This is an optimization exercise on Yosys and OpenROAD, whose aim is small area, not a production implementation.

==> inputs of v7 <==
Design pipelined_fir, start of the top module:
module pipelined_fir(clk,reset,xn,yn);
input clk,reset;
input signed [15:0] xn;
output wire signed [15:0] yn;
reg [15:0] a;
reg [15:0] b;
reg [15:0] c;
reg [15:0] d;   
reg [15:0] yr;
wire [15:0] ysum;
wire [15:0] na = ~a;
wire [15:0] nb = ~b;
wire [15:0] nc = ~c;
wire [15:0] nd = ~d;
always @(posedge clk or posedge reset)
  if (reset) begin
    a <= 16'h0000; b <= 16'h0000; c <= 16'h0000; d <= 16'hffff; yr <= 16'h0000;
  end else begin
    a <= xn; b <= a; c <= b; d <= nc; yr <= ysum;
  end
assign yn = yr;
wire s1, c2;
fir_fa u_s1 (.a(a[1]), .b(b[0]), .c(c[1]), .s(s1), .co(c2));
wire s3, c4;
fir_fa u_s3 (.a(a[0]), .b(a[2]), .c(b[1]), .s(s3), .co(c4));
wire s5, c6;
fir_ha u_s5 (.a(c[0]), .b(c[2]), .s(s5), .co(c6));
wire s7, c8;
fir_fa u_s7 (.a(s5), .b(c2), .c(s3), .s(s7), .co(c8));
wire s9, c10;
fir_fa u_s9 (.a(a[1]), .b(a[3]), .c(b[2]), .s(s9), .co(c10));
wire s11, c12;
fir_fa u_s11 (.a(c[1]), .b(c[3]), .c(d[0]), .s(s11), .co(c12));
wire s13, c14;
fir_fa u_s13 (.a(c6), .b(c4), .c(s11), .s(s13), .co(c14));
wire s15, c16;
fir_fa u_s15 (.a(s9), .b(c8), .c(s13), .s(s15), .co(c16));
wire s17, c18;
fir_fa u_s17 (.a(a[2]), .b(a[4]), .c(b[0]), .s(s17), .co(c18));
wire s19, c20;
fir_fa u_s19 (.a(b[3]), .b(c[2]), .c(c[4]), .s(s19), .co(c20));
wire s21, c22;
fir_fa u_s21 (.a(d[1]), .b(c10), .c(c12), .s(s21), .co(c22));
  ...
export LEC_CHECK = 0
export CAP_MARGIN = 20
export CORE_MARGIN = 2
export CORE_UTILIZATION = 40
export CTS_BUF_LIST = sky130_fd_sc_hd__clkbuf_8
export SLEW_MARGIN = 20
export SYNTH_HIERARCHICAL = 1
create_clock -name core_clock -period 8.0 [get_ports {clk}]
standard.sh (not shown) runs the stock make flow with config.mk's settings and CLKGATE_MAP_FILE= SYNTH_SCRIPT=/design/flow/synth_recipe.tcl, a recipe that flattens the netlist after the stock synthesis.
==> flow/flow/run.sh <==
#!/bin/bash
# Layout flow: the standard flow (standard.sh, unchanged synthesis), with
# the port buffers made from the smallest buffer cell and clock tree synthesis
# run without dummy balancing loads. The make output goes to standard.log.
set -e
bash standard.sh \
  'BUFFER_PORTS_ARGS=-buffer_cell sky130_fd_sc_hd__buf_1' \
  'CTS_ARGS=-sink_clustering_enable -sink_clustering_size 40 -sink_clustering_max_diameter 300 -repair_clock_nets -dont_use_dummy_load -buf_list sky130_fd_sc_hd__clkbuf_8' \
  finish > standard.log 2>&1
==> v6: changes against v7 <==
--- a/flow/flow/run.sh
+++ b/flow/flow/run.sh
@@ -6,4 +6,4 @@
 bash standard.sh \
   'BUFFER_PORTS_ARGS=-buffer_cell sky130_fd_sc_hd__buf_1' \
-  'CTS_ARGS=-sink_clustering_enable -sink_clustering_size 40 -sink_clustering_max_diameter 300 -repair_clock_nets -dont_use_dummy_load -buf_list sky130_fd_sc_hd__clkbuf_8' \
+  'CTS_ARGS=-repair_clock_nets -dont_use_dummy_load -buf_list sky130_fd_sc_hd__clkbuf_8' \
   finish > standard.log 2>&1
--- a/flow/config.mk
+++ b/flow/config.mk
@@ -8,6 +8,6 @@
 export CAP_MARGIN = 20
 export CORE_MARGIN = 2
-export CORE_UTILIZATION = 40
-export CTS_BUF_LIST = sky130_fd_sc_hd__clkbuf_8
+export CORE_UTILIZATION = 70
+export PLACE_DENSITY = 0.8
 export SLEW_MARGIN = 20
 export SYNTH_HIERARCHICAL = 1
==> qor summary <==
item	v7	v6
Total track usage	20.0%	35.6%
Final wirelength	23300 um	22900 um
Depth of the most critical reg-to-reg path	18	21
Outcome	timing/DRC/antenna clean	timing/DRC/antenna clean
Starting density of the core	40.4%	71.0%
First-pass GRT wire length	36400 um	35700 um
Share of final-layout standard cells stronger than drive strength 1	6.28%	6.12%
Stage delay of the slowest cell on the critical path	760 ps	740 ps
Overall die area	0.0256 sq mm	0.0149 sq mm
Fraction of area in registers	19.4%	19.8%
Multi-input gate share of the layout cell area	72.4%	73.7%
Transition at the pin with the smallest max-transition slack	746 ps	740 ps
Layout overhead on the synthesized area	6.87%	4.98%
Total non-filler cell area in the finished layout	0.0104 sq mm	0.0102 sq mm
Placed wire-length estimate	20400 um	19800 um
Pre-Repair DR Iteration Count	4	5
No run of this note included a check of the RTL's function; only the layout flow was run.

==> separate check: timing with driven ports <==
The flow's constraints put no driver on any port. The routed layouts listed below were extracted and timed again, unchanged, in two steps. Step 1, drivers: a clkbuf_16 drives clk and a buf_2 each remaining input, both assumed. Step 2 also shifts input and output timing later by t, the mid clock arrival at the registers, as if the neighbouring blocks saw the same clock. Three values: no drivers, after step 1, after step 2; two values: the first two.
run | t, ns | setup WS [ns] | hold WS [ns] | worst data-port slew with drivers (ns) | cell pins on the clock port's net
v7 | 0.414 | 1.299 / 1.299 / 1.299 | 0.384 / 0.384 / 0.384 | 0.05 | 1
v6 | 0.400 | 1.134 / 1.134 / 1.134 | 0.377 / 0.377 / 0.377 | 0.04 | 1
After both steps setup and hold are still met in every run listed.
